What follows belongs to an exercise in optimizing a design on an open flow for small area; a production flow would make more cautious choices.
Where RTL was checked, it was by simulation tests only, not by an equivalence proof against the original.
Power figures rest on the tool's default switching activity, not on a simulated workload.

Setup of the reference run:
Design Cricket, start of the top module:
module Cricket(
    input clk_fpga,
    input reset,
    input btnU,
    input sw,
    output dp,
    output [6:0] seg,
    output [3:0] an,
    output [15:0] led
    );
==> module Cricket, before the edit <==
module Cricket(
    input clk_fpga,
    input reset,
    input btnU,
    input sw,
    output dp,
    output [6:0] seg,
    output [3:0] an,
    output [15:0] led
    );
    reg [11:0] count;
    reg new_press, stable, now_stable;
    always @(posedge clk_fpga, posedge reset) begin
        if (reset) begin
            count <= 0;
            new_press <= 0;
            stable <= 0;
        end else if (btnU == new_press) begin
            if (count == 4095)
                stable <= btnU;
            else
                count <= count + 1'b1;
        end else begin
            count <= 0;
            new_press <= btnU;
        end
    end
    always @(posedge clk_fpga, posedge reset)
        if (reset) now_stable <= 0;
        else now_stable <= stable;
    wire delivery = stable & ~now_stable;
    reg [5:0] shift;
    reg shift0_d;    
    always @(posedge clk_fpga) begin
        if (reset) shift <= 6'b111111;
        else shift <= {shift[1] ^ shift[4], shift[5:1]};
        shift0_d <= shift[0];
    end
    wire [3:0] q  = shift[3:0];
    wire [3:0] qp = {shift[2:0], shift0_d};    
    reg [8:0] cnt;      
    reg [7:0] half;     
    wire cnt_end = (cnt == 9'd499);
    always @(posedge clk_fpga, posedge reset) begin
        if (reset) begin
            cnt <= 0;
            half <= 0;
        end else if (cnt_end) begin
            cnt <= 0;
            half <= (half == 8'd199) ? 8'd0 : half + 1'b1;
        end else
            cnt <= cnt + 1'b1;
    end
    wire [2:0] half_p1 = half[2:0] + 1'b1;
    wire [1:0] digit = half_p1[2:1];
    reg [4:0] sc;
    wire sc_step = (half == 8'd100) && (cnt == 9'd0);
    always @(posedge clk_fpga, posedge reset) begin
        if (reset)
            sc <= 0;
        else if (sc_step)
            sc <= (sc == 5'd14) ? 5'd31 : (sc == 5'd31) ? 5'd15 : sc + 1'b1;
    end
    reg [15:0] scroll;
    integer i;
    always @(*) begin
        for (i = 0; i < 16; i = i + 1)
            scroll[i] = sc[4] ? (sc[3:0] != i) : ((sc[3:0] > i) || (sc[3:0] == 4'd15));
    end
    reg [1:0] t1h, t2h;          
    reg [3:0] t1t, t2t;          
    reg [3:0] t1o, t2o;          
    reg [3:0] t1w, t2w;          
    reg [6:0] b1, b2;            
    reg selD;                    
    reg selL;                    
    reg pend;                    
    reg pendb;                   
    reg G;                       
    reg inningOver;
    wire [1:0] ch = selD ? t2h : t1h;
    wire [3:0] ct = selD ? t2t : t1t;
    wire [3:0] co = selD ? t2o : t1o;
    wire [3:0] cw = selD ? t2w : t1w;
    wire [6:0] cb = selL ? b2 : b1;
    wire over1 = (t1w >= 4'd10) || (b1 >= 7'd120);
    wire over2 = (t2w >= 4'd10) || (b2 >= 7'd120);
    wire gameOver = G | (over1 & over2);
    wire winner = ~({t1h, t1t, t1o} > {t2h, t2t, t2o});
    reg [2:0] d;
    always @(*) begin
        case (qp)
            3, 4, 5, 6: d = 3'd1;
            7, 8, 9:    d = 3'd2;
            10:         d = 3'd3;
            11:         d = 3'd4;
            12:         d = 3'd6;
            default:    d = 3'd0;
        endcase
    end
    wire wk = (qp == 4'd15);
    wire [4:0] o_sum = co + d;
    wire o_carry = (o_sum >= 5'd10);
    wire wrap = (ch == 2'd2) && (ct == 4'd5) && (o_sum >= 5'd6);
    wire [3:0] n_o = wrap ? o_sum - 5'd6 : o_carry ? o_sum - 5'd10 : o_sum[3:0];
    wire t_carry = o_carry && (ct == 4'd9);
    wire [3:0] n_t = (wrap || t_carry) ? 4'd0 : ct + o_carry;
    wire [1:0] n_h = wrap ? 2'd0 : ch + t_carry;
    wire [3:0] n_w = cw + wk;
    always @(posedge clk_fpga, posedge reset) begin
        if (reset) begin
            t1h <= 0; t1t <= 0; t1o <= 0; t1w <= 0;
            t2h <= 0; t2t <= 0; t2o <= 0; t2w <= 0;
            b1 <= 0; b2 <= 0;
            selD <= 0; selL <= 0;
            pend <= 0; pendb <= 0;
            G <= 0;
        end else begin
            if (pend && !selD) begin
                t1h <= n_h; t1t <= n_t; t1o <= n_o; t1w <= n_w;
            end
            if (pend && selD) begin
                t2h <= n_h; t2t <= n_t; t2o <= n_o; t2w <= n_w;
            end
            if (pendb && !selL) b1 <= cb + 1'b1;
            if (pendb && selL) b2 <= cb + 1'b1;
            if (!(delivery && cw >= 4'd10)) selD <= sw;
            if (!(delivery && inningOver)) selL <= sw;
            pend <= delivery && !gameOver && (cw < 4'd10);
            pendb <= delivery && !gameOver && !inningOver && (q != 4'd13) && (q != 4'd14);
            G <= gameOver;
        end
    end
    always @(posedge clk_fpga)
        inningOver <= (cw >= 4'd10) || (cb >= 7'd120);
    assign led = G ? scroll : {9'd0, cb};
    reg [3:0] dig;
    always @(*) begin
        if (gameOver)
            case (digit)
                2'd0: dig = 4'd0;
                2'd1: dig = winner ? 4'd2 : 4'd1;
                2'd2: dig = 4'd0;
                2'd3: dig = 4'd15;
            endcase
        else if (inningOver)
            case (digit)
                2'd0: dig = 4'd14;
                2'd1: dig = 4'd0;
                2'd2: dig = 4'd13;
                2'd3: dig = 4'd12;
            endcase
        else
            case (digit)
                2'd0: dig = (cw >= 4'd10) ? cw - 4'd10 : cw;
                2'd1: dig = co;
                2'd2: dig = ct;
                2'd3: dig = {2'b00, ch};
            endcase
    end
    reg [6:0] segs;
    always @(*) begin
        case (dig)
            0: segs = 7'b100_0000;
            1: segs = 7'b111_1001;
            2: segs = 7'b010_0100;
            3: segs = 7'b011_0000;
            4: segs = 7'b001_1001;
            5: segs = 7'b001_0010;
            6: segs = 7'b000_0010;
            7: segs = 7'b111_1000;
            8: segs = 7'b000_0000;
            9: segs = 7'b001_0000;
            10: segs = 7'b000_1000;
            11: segs = 7'b000_0011;
            12: segs = 7'b101_1111;
            13: segs = 7'b100_1111;
            14: segs = 7'b111_1101;
            15: segs = 7'b000_0111;
        endcase
    end
    assign seg = segs;
    assign an = ~(4'b0001 << digit);
    assign dp = ~(digit == 2'd1);
endmodule
Settings: LEC_CHECK=0, CAP_MARGIN=20, CORE_MARGIN=2, CORE_UTILIZATION=40, SLEW_MARGIN=20; clock period 12.0 ns.
run.sh (not shown) runs the stock make flow with config.mk's settings and CLKGATE_MAP_FILE= SYNTH_SCRIPT=/design/flow/synth_recipe.tcl, a recipe that flattens the netlist after the stock synthesis.
For the trial run, these inputs were changed with respect to the reference run:
-- flow/design.v --
<<< the reference run, line 12
    reg [11:0] count;
    reg new_press, stable, now_stable;
    always @(posedge clk_fpga, posedge reset) begin
        if (reset) begin
>>> the trial run, line 12
    reg [11:0] count;
    reg new_press, stable, now_stable;
    wire cnt_low0 = (count[10:0] == 11'd0);
    wire cnt_term = count[11] & cnt_low0;
    always @(posedge clk_fpga, posedge reset) begin
        if (reset) begin
<<< the reference run, line 18
            stable <= 0;
        end else if (btnU == new_press) begin
            if (count == 4095)
                stable <= btnU;
            else
                count <= count + 1'b1;
        end else begin
            count <= 0;
>>> the trial run, line 20
            stable <= 0;
        end else if (btnU == new_press) begin
            if (cnt_term)
                stable <= btnU;
            else
                count <= {count[10:0], count[11] ^ count[7] ^ count[1] ^ count[0] ^ cnt_low0};
        end else begin
            count <= 0;
<<< the reference run, line 41
    wire [3:0] qp = {shift[2:0], shift0_d};    
    reg [8:0] cnt;      
    reg [7:0] half;     
    wire cnt_end = (cnt == 9'd499);
    always @(posedge clk_fpga, posedge reset) begin
        if (reset) begin
            cnt <= 0;
            half <= 0;
        end else if (cnt_end) begin
            cnt <= 0;
            half <= (half == 8'd199) ? 8'd0 : half + 1'b1;
        end else
            cnt <= cnt + 1'b1;
    end
    wire [2:0] half_p1 = half[2:0] + 1'b1;
    wire [1:0] digit = half_p1[2:1];
    reg [4:0] sc;
    wire sc_step = (half == 8'd100) && (cnt == 9'd0);
    always @(posedge clk_fpga, posedge reset) begin
        if (reset)
>>> the trial run, line 43
    wire [3:0] qp = {shift[2:0], shift0_d};    
    reg [8:0] cnt;      
    reg [2:0] ph;       
    reg [4:0] hb;       
    wire cnt_end = (cnt == 9'd33);      
    always @(posedge clk_fpga, posedge reset) begin
        if (reset) begin
            cnt <= 0;
            ph <= 3'd1;
            hb <= 0;
        end else if (cnt_end) begin
            cnt <= 0;
            ph <= ph + 1'b1;
            hb <= (hb == 5'd20) ? 5'd0 : {hb[3:0], ~(hb[4] ^ hb[2])};    
        end else
            cnt <= {cnt[7:0], ~(cnt[8] ^ cnt[4])};
    end
    wire [1:0] digit = ph[2:1];
    reg [4:0] sc;
    wire sc_step = (ph == 3'd5) && (hb == 5'd0) && (cnt == 9'd0);    
    always @(posedge clk_fpga, posedge reset) begin
        if (reset)
Results
The trial run against the reference run: portion of total power attributed to the clock network now smaller; setup slack after layout -0.15 ns; number of nets in the layout -9.0%; transition time at the pin with the least slew margin shows a reduction of 0.092 ns.
Min reported leakage power across the reference run and the trial run: the trial run
Non-clock buffer count: the reference run vs the trial run identical
Half-perimeter wire length after detailed placement, the reference run and the trial run, lower one = the trial run.
Compared the trial run vs the reference run, and detail-routed net length per standard cell is up in the trial run.
Comparing the reference run and the trial run, met2 usage is higher on the trial run.
Looking at area fraction in and, or, nand and nor cells after synthesis, the trial run sits 2.6 points below the reference run.
Only the layout flow was run in the trial run; the RTL was not checked for function there.

========
The RTL this note starts from:
==> flow/design.v <==
`timescale 1ns / 1ps
module Cricket(
    input clk_fpga,
    input reset,
    input btnU,
    input sw,
    output dp,
    output [6:0] seg,
    output [3:0] an,
    output [15:0] led
    );
    reg [11:0] count;
    reg new_press, stable, now_stable;
    wire cnt_low0 = (count[10:0] == 11'd0);
    wire cnt_term = ~count[11] & cnt_low0;
    wire cnt_fb = (count[11] & ~cnt_low0) ^ count[7] ^ count[1] ^ count[0];
    wire cnt_clr = reset | (btnU != new_press);
    always @(posedge clk_fpga) begin
        count <= cnt_clr ? 12'h001 : {count[10:0], cnt_fb};
        if (reset) begin
            new_press <= 0;
            stable <= 0;
        end else if (btnU == new_press) begin
            if (cnt_term)
                stable <= btnU;
        end else
            new_press <= btnU;
    end
    always @(posedge clk_fpga)
        now_stable <= stable;
    wire delivery = stable & ~now_stable;
    reg [5:1] shift;
    always @(posedge clk_fpga) begin
        if (reset) shift <= 5'b11111;
        else shift <= {shift[1] ^ shift[4], shift[5:2]};
    end
    wire [3:0] q  = {shift[3:1], shift[5] ^ shift[3]};
    wire [3:0] qp = {shift[2:1], shift[5] ^ shift[3], shift[4] ^ shift[2]};    
    reg [8:0] cnt;      
    reg [2:0] ph;       
    reg [4:0] hb;       
    wire cnt_end = (cnt == 9'd33);      
    always @(posedge clk_fpga) begin
        if (reset) begin
            cnt <= 0;
            ph <= 3'd1;
            hb <= 0;
        end else if (cnt_end) begin
            cnt <= 0;
            ph <= ph + 1'b1;
            hb <= (hb == 5'd20) ? 5'd0 : {hb[3:0], ~(hb[4] ^ hb[2])};    
        end else
            cnt <= {cnt[7:0], ~(cnt[8] ^ cnt[4])};
    end
    wire [1:0] digit = ph[2:1];
    reg [4:0] sc;
    wire sc_step = (ph == 3'd5) && (hb == 5'd0) && (cnt == 9'd0);    
    always @(posedge clk_fpga) begin
        if (reset)
            sc <= 0;
        else if (sc_step)
            sc <= (sc == 5'd14) ? 5'd31 : (sc == 5'd31) ? 5'd15 : sc + 1'b1;
    end
    reg [15:0] scroll;
    integer i;
    always @(*) begin
        for (i = 0; i < 16; i = i + 1)
            scroll[i] = sc[4] ? (sc[3:0] != i) : ((sc[3:0] > i) || (sc[3:0] == 4'd15));
    end
    reg [1:0] t1h, t2h;          
    reg [3:0] t1t, t2t;          
    reg [3:0] t1o, t2o;          
    reg [3:0] t1w, t2w;          
    reg [6:0] b1, b2;            
    reg selD;                    
    reg selL;                    
    reg pend;                    
    reg pendb;                   
    reg G;                       
    reg inningOver;
    wire [1:0] ch = selD ? t2h : t1h;
    wire [3:0] ct = selD ? t2t : t1t;
    wire [3:0] co = selD ? t2o : t1o;
    wire [3:0] cw = selD ? t2w : t1w;
    wire [6:0] cb = selL ? b2 : b1;
    wire over1 = (t1w >= 4'd10) || (b1 >= 7'd120);
    wire over2 = (t2w >= 4'd10) || (b2 >= 7'd120);
    wire gameOver = G | (over1 & over2);
    wire winner = ~({t1h, t1t, t1o} > {t2h, t2t, t2o});
    reg [2:0] d;
    always @(*) begin
        case (qp)
            3, 4, 5, 6: d = 3'd1;
            7, 8, 9:    d = 3'd2;
            10:         d = 3'd3;
            11:         d = 3'd4;
            12:         d = 3'd6;
            default:    d = 3'd0;
        endcase
    end
    wire wk = (qp == 4'd15);
    wire [4:0] o_sum = co + d;
    wire o_carry = (o_sum >= 5'd10);
    wire wrap = (ch == 2'd2) && (ct == 4'd5) && (o_sum >= 5'd6);
    wire [3:0] n_o = wrap ? o_sum - 5'd6 : o_carry ? o_sum - 5'd10 : o_sum[3:0];
    wire t_carry = o_carry && (ct == 4'd9);
    wire [3:0] n_t = (wrap || t_carry) ? 4'd0 : ct + o_carry;
    wire [1:0] n_h = wrap ? 2'd0 : ch + t_carry;
    wire [3:0] n_w = cw + wk;
    always @(posedge clk_fpga) begin
        if (reset) begin
            t1h <= 0; t1t <= 0; t1o <= 0; t1w <= 0;
            t2h <= 0; t2t <= 0; t2o <= 0; t2w <= 0;
            b1 <= 0; b2 <= 0;
            selD <= 0; selL <= 0;
            pend <= 0; pendb <= 0;
            G <= 0;
        end else begin
            if (pend && !selD) begin
                t1h <= n_h; t1t <= n_t; t1o <= n_o; t1w <= n_w;
            end
            if (pend && selD) begin
                t2h <= n_h; t2t <= n_t; t2o <= n_o; t2w <= n_w;
            end
            if (pendb && !selL) b1 <= cb + 1'b1;
            if (pendb && selL) b2 <= cb + 1'b1;
            if (!(delivery && cw >= 4'd10)) selD <= sw;
            if (!(delivery && inningOver)) selL <= sw;
            pend <= delivery && !gameOver && (cw < 4'd10);
            pendb <= delivery && !gameOver && !inningOver && (q != 4'd13) && (q != 4'd14);
            G <= gameOver;
        end
    end
    always @(posedge clk_fpga)
        inningOver <= !reset && ((cw >= 4'd10) || (cb >= 7'd120));
    assign led = G ? scroll : {9'd0, cb};
    reg [3:0] nd;
    always @(*) begin
        case (digit)
            2'd0: nd = (cw >= 4'd10) ? cw - 4'd10 : cw;
            2'd1: nd = co;
            2'd2: nd = ct;
            2'd3: nd = {2'b00, ch};
        endcase
    end
    reg [6:0] seg_n;        
    always @(*) begin
        case (nd)
            0: seg_n = 7'b100_0000;
            1: seg_n = 7'b111_1001;
            2: seg_n = 7'b010_0100;
            3: seg_n = 7'b011_0000;
            4: seg_n = 7'b001_1001;
            5: seg_n = 7'b001_0010;
            6: seg_n = 7'b000_0010;
            7: seg_n = 7'b111_1000;
            8: seg_n = 7'b000_0000;
            9: seg_n = 7'b001_0000;
            default: seg_n = 7'b000_1000;
        endcase
    end
    reg [6:0] seg_go;       
    always @(*) begin
        case (digit)
            2'd1: seg_go = winner ? 7'b010_0100 : 7'b111_1001;
            2'd3: seg_go = 7'b000_0111;
            default: seg_go = 7'b100_0000;
        endcase
    end
    reg [6:0] seg_io;       
    always @(*) begin
        case (digit)
            2'd0: seg_io = 7'b111_1101;
            2'd1: seg_io = 7'b100_0000;
            2'd2: seg_io = 7'b100_1111;
            2'd3: seg_io = 7'b101_1111;
        endcase
    end
    wire [6:0] segs = gameOver ? seg_go : inningOver ? seg_io : seg_n;
    assign seg = segs;
    assign an = ~(4'b0001 << digit);
    assign dp = ~(digit == 2'd1);
endmodule
clock: 12.0 ns
lec_check: 0
cap_margin: 20
core_margin: 2
core_utilization: 40
cts_cluster_diameter: 200
cts_cluster_size: 50
slew_margin: 20
standard.sh (not shown) runs the stock make flow with config.mk's settings and CLKGATE_MAP_FILE= SYNTH_SCRIPT=/design/flow/synth_recipe.tcl, a recipe that flattens the netlist after the stock synthesis.
==> flow/flow/run.sh <==
#!/bin/bash
# Own layout flow: the standard ORFS flow (standard.sh), with the synthesis
# mapped for area instead of speed (the 12 ns clock leaves ample slack):
#  - abc maps the combinational logic with an area-oriented script
#    (abc_area_own.script, used in place of ORFS's abc_speed.script),
#  - Yosys's adder cells (ha/fa) are not pre-placed, so abc maps adders too,
#  - the port buffers are the smallest buffer, sky130_fd_sc_hd__buf_1,
#  - CTS arguments from cts_args.txt, if present.
# Registers, their names and cell types are the standard synthesis's.
# Every tool's output goes to the ORFS logs under orfs/logs/ and to flow.log here.
set -euo pipefail
WORK=$(pwd)
SC="$WORK/scripts_own"
rm -rf "$SC"
cp -r "$FLOW_HOME/scripts" "$SC"
cp "$WORK/flow/abc_area_own.script" "$SC/abc_speed.script"
ARGS=("SCRIPTS_DIR=$SC" "ADDER_MAP_FILE=" "BUFFER_PORTS_ARGS=-buffer_cell sky130_fd_sc_hd__buf_1")
if [[ -f "$WORK/flow/cts_args.txt" ]]; then
    ARGS+=("CTS_ARGS=$(cat "$WORK/flow/cts_args.txt")")
fi
bash "$WORK/standard.sh" "${ARGS[@]}" finish > "$WORK/flow.log" 2>&1
==> flow/flow/abc_area_own.script <==
strash
dch -f
amap
strash
dch -f
amap
topo
==> flow/flow/cts_args.txt <==
-sink_clustering_enable -repair_clock_nets -dont_use_dummy_load -sink_clustering_size 50 -sink_clustering_max_diameter 200
Rerun with:
--- a/flow/design.v
+++ b/flow/design.v
@@ -97,17 +97,17 @@
             12:         d = 3'd6;
             default:    d = 3'd0;
         endcase
     end
     wire wk = (qp == 4'd15);
-    wire [4:0] o_sum = co + d;
-    wire o_carry = (o_sum >= 5'd10);
-    wire wrap = (ch == 2'd2) && (ct == 4'd5) && (o_sum >= 5'd6);
-    wire [3:0] n_o = wrap ? o_sum - 5'd6 : o_carry ? o_sum - 5'd10 : o_sum[3:0];
-    wire t_carry = o_carry && (ct == 4'd9);
-    wire [3:0] n_t = (wrap || t_carry) ? 4'd0 : ct + o_carry;
-    wire [1:0] n_h = wrap ? 2'd0 : ch + t_carry;
+    wire [3:0] o_sum = co + d;
+    wire top = ch[1] && (ct == 4'd5);             
+    wire o_carry = top ? (o_sum >= 4'd6) : (o_sum >= 4'd10);
+    wire [3:0] n_o = o_carry ? o_sum - (top ? 4'd6 : 4'd10) : o_sum;
+    wire t_carry = o_carry && (top || ct == 4'd9);
+    wire [3:0] n_t = t_carry ? 4'd0 : ct + o_carry;
+    wire [1:0] n_h = (top && o_carry) ? 2'd0 : ch + t_carry;
     wire [3:0] n_w = cw + wk;
     always @(posedge clk_fpga) begin
         if (reset) begin
             t1h <= 0; t1t <= 0; t1o <= 0; t1w <= 0;
             t2h <= 0; t2t <= 0; t2o <= 0; t2w <= 0;
What happened:
- The new run produced a clean layout
- cell count goes down slightly
- final area is about the same
- clock power barely changes
- wire length came out lower by a few percent
- via count fell by a few percent
- hold slack gets worse by 15 ps
- area after synthesis stays flat
- combinational power rose slightly
- worst setup slack improves by 330 ps
- non-clock buffer count does not change
- die area hardly moves
- synthesized cell count falls slightly
- global-route usage shrinks by 0.82 points
- critical path depth shrinks by 5

==> port drivers added, routing unchanged <==
The flow's constraints put no driver on any port. The routed layouts listed below were extracted and timed again, unchanged, in two steps.
Step 1 (the two cells are an assumption about what drives the block):
set clk [get_ports {clk_fpga}]
set_driving_cell -lib_cell sky130_fd_sc_hd__clkbuf_16 $clk
set_driving_cell -lib_cell sky130_fd_sc_hd__buf_2 [delete_from_list [all_inputs] $clk]
Step 2, shift: input delay + t, output delay - t, t = (earliest + latest rising clock arrival at the registers) / 2. This alone moves slack from input paths to output paths.
Slacks: ideal ports / drivers / drivers and shift; pairs: ideal ports / drivers.
| run | t (ns) | setup WS [ns] | worst hold slack (ns) | worst setup path after step 2 |
|---|---|---|---|---|
| the reference run | 0.383 | 5.563 / 5.524 / 5.906 | 0.415 / 0.415 / 0.415 | register to output |
| the trial run | 0.384 | 5.417 / 5.380 / 5.764 | 0.380 / 0.380 / 0.380 | register to output |
| the first run of note 2 | 0.387 | 5.258 / 5.226 / 5.613 | 0.383 / 0.383 / 0.383 | register to output |
| the second run of note 2 | 0.379 | 5.588 / 5.557 / 5.935 | 0.368 / 0.368 / 0.368 | register to output |
After both steps every run listed still meets setup and hold.
